What follows belongs to an exercise in optimizing a design on an open flow for small area; a production flow would make more cautious choices. Function was checked by simulation only, so behaviour that the tests miss may differ from the original.

==> flow/design.v <==
module edge_detector
#(parameter DEBOUNCE = 130)
(
  input clock, reset, din,
  output reg rising
);
  reg        waiting;
  reg [16:0] contador;
  wire done = ~din & (contador > DEBOUNCE);
  always @(posedge clock or posedge reset)
  begin
    if (reset == 1'b1) begin
      rising  <= 1'b0;
      waiting <= 1'b0;
    end
    else begin
      rising  <= ~rising & ~waiting & din;
      waiting <= rising | (waiting & ~done);
    end
  end
  always @(posedge clock)
  begin
    if (rising)
      contador <= 17'd0;
    else
      contador <= contador + 17'd1;
  end
endmodule
module relogio
(
        input clock,
        input reset,
        input soma,
        input subtracao,
        input cont,
        input start,
        output [7:0] an,
        output [7:0] dec_cat
);
  wire soma_ed, subtracao_ed, cont_ed;
  edge_detector menosf (.clock(clock), .reset(reset), .din(subtracao), .rising(subtracao_ed));
  edge_detector maisf  (.clock(clock), .reset(reset), .din(soma),      .rising(soma_ed));
  edge_detector contf  (.clock(clock), .reset(reset), .din(cont),      .rising(cont_ed));
  reg [3:0] ph;
  reg [2:0] dig;
  reg [6:0] q;
  wire ph_end = ph[3] & ph[0];                     
  wire q_end  = &q[6:2];                           
  wire step   = ph_end;
  wire tick   = (ph == 4'd4) & (dig == 3'd4) & (q == 7'd62);
  always @(posedge clock or posedge reset)
  begin
    if (reset) begin
      ph  <= 4'd5;
      dig <= 3'd0;
      q   <= 7'd0;
    end
    else begin
      ph <= ph_end ? 4'd0 : ph + 4'd1;
      if (step) begin
        dig <= dig + 3'd1;
        if (dig == 3'd7)
          q <= q_end ? 7'd0 : q + 7'd1;
      end
    end
  end
  reg [1:0] EA;
  reg r1, ca;
  always @(posedge clock or posedge reset)
  begin
    if (reset) begin
      EA <= 2'd0;
      r1 <= 1'b0;
      ca <= 1'b0;
    end
    else begin
      r1 <= cont_ed;
      ca <= cont_ed | r1 | (EA != 2'd0);
      if (r1)
        EA <= EA + 2'd1;
    end
  end
  reg [11:0] bcnt;
  reg blink;
  wire bend = bcnt[11] & bcnt[8] & bcnt[7] & bcnt[6] & bcnt[1] & bcnt[0];  
  always @(posedge clock or posedge reset)
  begin
    if (reset) begin
      bcnt  <= 12'd0;
      blink <= 1'b0;
    end
    else if (bend | cont_ed) begin
      bcnt  <= 12'd0;
      blink <= ~blink;
    end
    else
      bcnt <= bcnt + 12'd1;
  end
  reg [4:0] ah, bh;
  reg [5:0] am, as, bm, bs;
  wire s_59 = (as == 6'd59);
  wire m_59 = (am == 6'd59);
  wire h_23 = (ah == 5'd23);
  wire sel_h = (EA == 2'd1) | ((EA == 2'd0) & s_59 & m_59);
  wire sel_m = (EA == 2'd2) | ((EA == 2'd0) & s_59 & ~m_59);
  wire [5:0] f = sel_h ? {1'b0, ah} : sel_m ? am : as;
  wire f_max = sel_h ? h_23 : sel_m ? m_59 : s_59;
  wire [5:0] f_inc = f + 6'd1;
  wire [5:0] f_dec = f - 6'd1;
  wire [5:0] is = sel_h | sel_m ? 6'd0 : f_inc;
  wire [5:0] im = sel_h ? 6'd0 : sel_m ? f_inc : am;
  wire [4:0] ih = sel_h ? (h_23 ? 5'd0 : f_inc[4:0]) : ah;
  always @(posedge clock or posedge reset)
  begin
    if (reset) begin
      {bh, bm, bs} <= 17'd0;
    end
    else if (tick) begin
      if (ca)
        {bh, bm, bs} <= {ah, am, as};
      else
        {bh, bm, bs} <= {ih, im, is};
    end
  end
  wire up = soma_ed;
  wire dn = subtracao_ed & ~soma_ed;
  wire [5:0] fn = (up & ~f_max) ? f_inc : (dn & (f != 6'd0)) ? f_dec : f;
  wire [4:0] nh = (EA == 2'd0) ? bh : (EA == 2'd1) ? fn[4:0] : ah;
  wire [5:0] nm = (EA == 2'd0) ? bm : (EA == 2'd2) ? fn : am;
  wire [5:0] ns = (EA == 2'd0) ? bs : (EA == 2'd3) ? fn : as;
  always @(posedge clock)
    {ah, am, as} <= {nh, nm, ns};
  reg [5:0] fsel;
  always @*
    case (dig[2:1])
      2'd0: fsel = as;
      2'd1: fsel = am;
      default: fsel = {1'b0, ah};
    endcase
  wire [2:0] ftens = (fsel >= 6'd50) ? 3'd5 : (fsel >= 6'd40) ? 3'd4 : (fsel >= 6'd30) ? 3'd3 :
                     (fsel >= 6'd20) ? 3'd2 : (fsel >= 6'd10) ? 3'd1 : 3'd0;
  wire [5:0] funits6 = fsel - ftens * 4'd10;
  wire [3:0] funits = funits6[3:0];
  reg [3:0] sel;
  reg lit;
  wire luz_h = blink | (EA != 2'd1);
  wire luz_m = blink | (EA != 2'd2);
  wire luz_s = blink | (EA != 2'd3);
  reg [3:0] dval;
  reg dlit;
  always @*
  begin
    case (dig)
      3'd0, 3'd2, 3'd4: dval = funits;
      3'd1, 3'd3, 3'd5: dval = {1'b0, ftens};
      3'd6: dval = 4'd0;
      default: dval = {2'b0, EA};
    endcase
    case (dig)
      3'd0, 3'd1: dlit = luz_s;
      3'd2, 3'd3: dlit = luz_m;
      3'd4, 3'd5: dlit = luz_h;
      3'd6: dlit = 1'b0;
      default: dlit = 1'b1;
    endcase
  end
  always @(posedge clock or posedge reset)
  begin
    if (reset) begin
      sel <= 4'd0;
      lit <= 1'b0;
    end
    else if (step) begin
      sel <= dval;
      lit <= dlit;
    end
  end
  wire [2:0] shown = dig - 3'd1;
  genvar gi;
  generate
    for (gi = 0; gi < 8; gi = gi + 1) begin : g_an
      assign an[gi] = ~(lit & (shown == gi));
    end
  endgenerate
  wire d3 = sel[3], d2 = sel[2], d1 = sel[1], d0 = sel[0];
  wire [6:0] seg;
  assign seg[6] = ~(d3 | d1 | (d2 & d0) | (~d2 & ~d0));
  assign seg[5] = ~(~d2 | ~(d1 ^ d0));
  assign seg[4] = ~(d2 | ~d1 | d0);
  assign seg[3] = ~(d3 | (~d2 & ~d0) | (d1 & ~d0) | (~d2 & d1) | (d2 & ~d1 & d0));
  assign seg[2] = ~((~d2 & ~d0) | (d1 & ~d0));
  assign seg[1] = ~(d3 | (~d1 & ~d0) | (d2 & ~d1) | (d2 & ~d0));
  assign seg[0] = ~(d3 | (d1 & ~d2) | (d2 & ~d1) | (d1 & ~d0));
  assign dec_cat = {seg, 1'b1};
endmodule
==> flow/config.mk <==
export PLATFORM = sky130hd
export DESIGN_NAME = relogio
export DESIGN_NICKNAME = relogio
export VERILOG_FILES = /design/flow/design.v
export SDC_FILE = /design/flow/constraint.sdc
export NUM_CORES = 4
export LEC_CHECK = 0
export CAP_MARGIN = 20
export CORE_MARGIN = 2
export CORE_UTILIZATION = 70
export CTS_BUF_LIST = sky130_fd_sc_hd__clkbuf_8
export SLEW_MARGIN = 20
==> flow/constraint.sdc <==
create_clock -name core_clock -period 10.0 [get_ports {clock}]
set_input_delay 2.0000 -clock core_clock [delete_from_list [all_inputs] [get_ports {clock}]]
set_output_delay 2.0000 -clock core_clock [all_outputs]
set_load 0.01 [all_outputs]
standard.sh (not shown) runs the stock make flow with config.mk's settings and CLKGATE_MAP_FILE= SYNTH_SCRIPT=/design/flow/synth_recipe.tcl, a recipe that flattens the netlist after the stock synthesis.
==> flow/flow/run.sh <==
#!/bin/bash
# Own layout flow: the standard flow (standard.sh) with
#  - the standard synthesis script plus an area-oriented ABC script and
#    no full/half-adder extraction (flow/abc_proc.tcl, flow/area.abc);
#  - ports buffered with the smallest buffer.
# Each tool's full output stays in orfs/logs/ (one log per step); make's own
# output goes to flow_make.log.
set -euo pipefail
W=$(pwd)
export OWN_ABC_SCRIPT=$W/flow/area.abc
{ head -n 1 "$W/synth_recipe.tcl"; cat "$W/flow/abc_proc.tcl"; tail -n +2 "$W/synth_recipe.tcl"; } > "$W/own_synth.tcl"
bash "$W/standard.sh" SYNTH_SCRIPT="$W/own_synth.tcl" ADDER_MAP_FILE= \
  BUFFER_PORTS_ARGS="-buffer_cell sky130_fd_sc_hd__buf_1" \
  CTS_ARGS="-sink_clustering_enable -repair_clock_nets -dont_use_dummy_load -buf_list sky130_fd_sc_hd__clkbuf_8" finish > "$W/flow_make.log" 2>&1
==> flow/flow/abc_proc.tcl <==
# Map the logic for area: run ABC with flow/area.abc in place of the
# script the standard synthesis passes (registers are mapped before ABC
# runs, so they stay as the standard synthesis makes them).
proc abc {args} {
  set i [lsearch $args -script]
  if {$i >= 0} { lset args [expr {$i + 1}] $::env(OWN_ABC_SCRIPT) }
  yosys abc {*}$args
}
==> flow/flow/area.abc <==
strash
ifraig
dc2
strash
dch -f
amap
The first run completed without violations.
Edit:
==> flow/run.sh (new file) <==
#!/bin/bash
# synth_recipe.tcl (not shown) runs the flow's synth.tcl, then flattens the netlist and writes it again
# the make line also repeats each setting of config.mk as NAME=value (left out here)
make -C /OpenROAD-flow-scripts/flow DESIGN_CONFIG=/design/flow/config.mk WORK_HOME=/design/flow/orfs CLKGATE_MAP_FILE= SYNTH_SCRIPT=/design/flow/synth_recipe.tcl finish
removed: flow/flow/run.sh
removed: flow/flow/abc_proc.tcl
removed: flow/flow/area.abc
removed: flow/standard.sh
Outcome:
- The changed run produced a clean layout
- routed wire length went up by 18%
- utilization goes down by 0.47 points
- cell area climbs by 24%
- cell count rises by about 13%
Edit:
==> flow/flow/run.sh (new file) <==
#!/bin/bash
# Own layout flow: the standard flow (standard.sh) with
#  - the standard synthesis script plus an area-oriented ABC script and
#    no full/half-adder extraction (flow/abc_proc.tcl, flow/area.abc);
#  - ports buffered with the smallest buffer.
# Each tool's full output stays in orfs/logs/ (one log per step); make's own
# output goes to flow_make.log.
set -euo pipefail
W=$(pwd)
export OWN_ABC_SCRIPT=$W/flow/area.abc
{ head -n 1 "$W/synth_recipe.tcl"; cat "$W/flow/abc_proc.tcl"; tail -n +2 "$W/synth_recipe.tcl"; } > "$W/own_synth.tcl"
bash "$W/standard.sh" SYNTH_SCRIPT="$W/own_synth.tcl" ADDER_MAP_FILE= \
  BUFFER_PORTS_ARGS="-buffer_cell sky130_fd_sc_hd__buf_1" \
  CTS_ARGS="-sink_clustering_enable -repair_clock_nets -dont_use_dummy_load -buf_list sky130_fd_sc_hd__clkbuf_4" finish > "$W/flow_make.log" 2>&1
==> flow/flow/abc_proc.tcl (new file) <==
# Map the logic for area: run ABC with flow/area.abc in place of the
# script the standard synthesis passes (registers are mapped before ABC
# runs, so they stay as the standard synthesis makes them).
proc abc {args} {
  set i [lsearch $args -script]
  if {$i >= 0} { lset args [expr {$i + 1}] $::env(OWN_ABC_SCRIPT) }
  yosys abc {*}$args
}
==> flow/flow/area.abc (new file) <==
strash
ifraig
dc2
strash
dch -f
amap
==> flow/standard.sh (new file) <==
#!/bin/bash
# synth_recipe.tcl (not shown) runs the flow's synth.tcl, then flattens the netlist and writes it again
# the make line also repeats each setting of config.mk as NAME=value (left out here)
make -C /OpenROAD-flow-scripts/flow DESIGN_CONFIG=/design/flow/config.mk WORK_HOME=/design/flow/orfs CLKGATE_MAP_FILE= SYNTH_SCRIPT=/design/flow/synth_recipe.tcl "${@:-finish}"
removed: flow/run.sh
Die area went down by about a fifth.
Global-route usage is higher by 2.6 points.
Worst setup slack loses 440 ps.
Worst hold slack stays flat.
Sequential cell count stays the same.
Edit:
Settings changed: CORE_UTILIZATION 70 to 85.
What happened: The changed run never finished: it broke off in 3_1_place_gp_skip_io with GPL-0301; synthesized cell count is unchanged; synthesized area does not change.
Edit:
--- a/flow/flow/run.sh
+++ b/flow/flow/run.sh
@@ -14 +14 @@
-  CTS_ARGS="-sink_clustering_enable -repair_clock_nets -dont_use_dummy_load -buf_list sky130_fd_sc_hd__clkbuf_4" finish > "$W/flow_make.log" 2>&1
+  CTS_ARGS="-sink_clustering_enable -repair_clock_nets -dont_use_dummy_load -buf_list sky130_fd_sc_hd__clkbuf_8 -sink_clustering_size 30 -sink_clustering_max_diameter 200" finish > "$W/flow_make.log" 2>&1
Settings changed: CORE_UTILIZATION 85 to 70.
Effect: The changed run ran to the end with no violations; synthesized area is unchanged; synthesized cell count stays the same.

[re-timing with driven ports]
In the flow no input, the clock included, has a driving cell. The finished layouts below were timed again as built, in two steps. Step 1 sets driving cells, clkbuf_16 on the clock port and buf_2 on the other inputs (assumed; they add their load-dependent delay and slew). Step 2 moves the port delays by t, midway between the first and last clock arrival at a register: inputs arrive t later, outputs are due t later. That takes back most of the time a late clock gives input paths. Slacks: no drivers / after step 1 / after step 2; pairs: no drivers / after step 1.
run | t (ns) | setup slack, ns | clock arrival spread, ns
the first run | 0.453 | 5.001 / 5.001 / 5.001 | 0.035 / 0.036
the second run | 0.469 | 5.463 / 5.432 / 5.813 | 0.019 / 0.019
the third run | 0.544 | 5.026 / 5.026 / 5.026 | 0.055 / 0.054
the fifth run | 0.453 | 5.001 / 5.001 / 5.001 | 0.035 / 0.036
After both steps setup and hold are still met in every run listed.
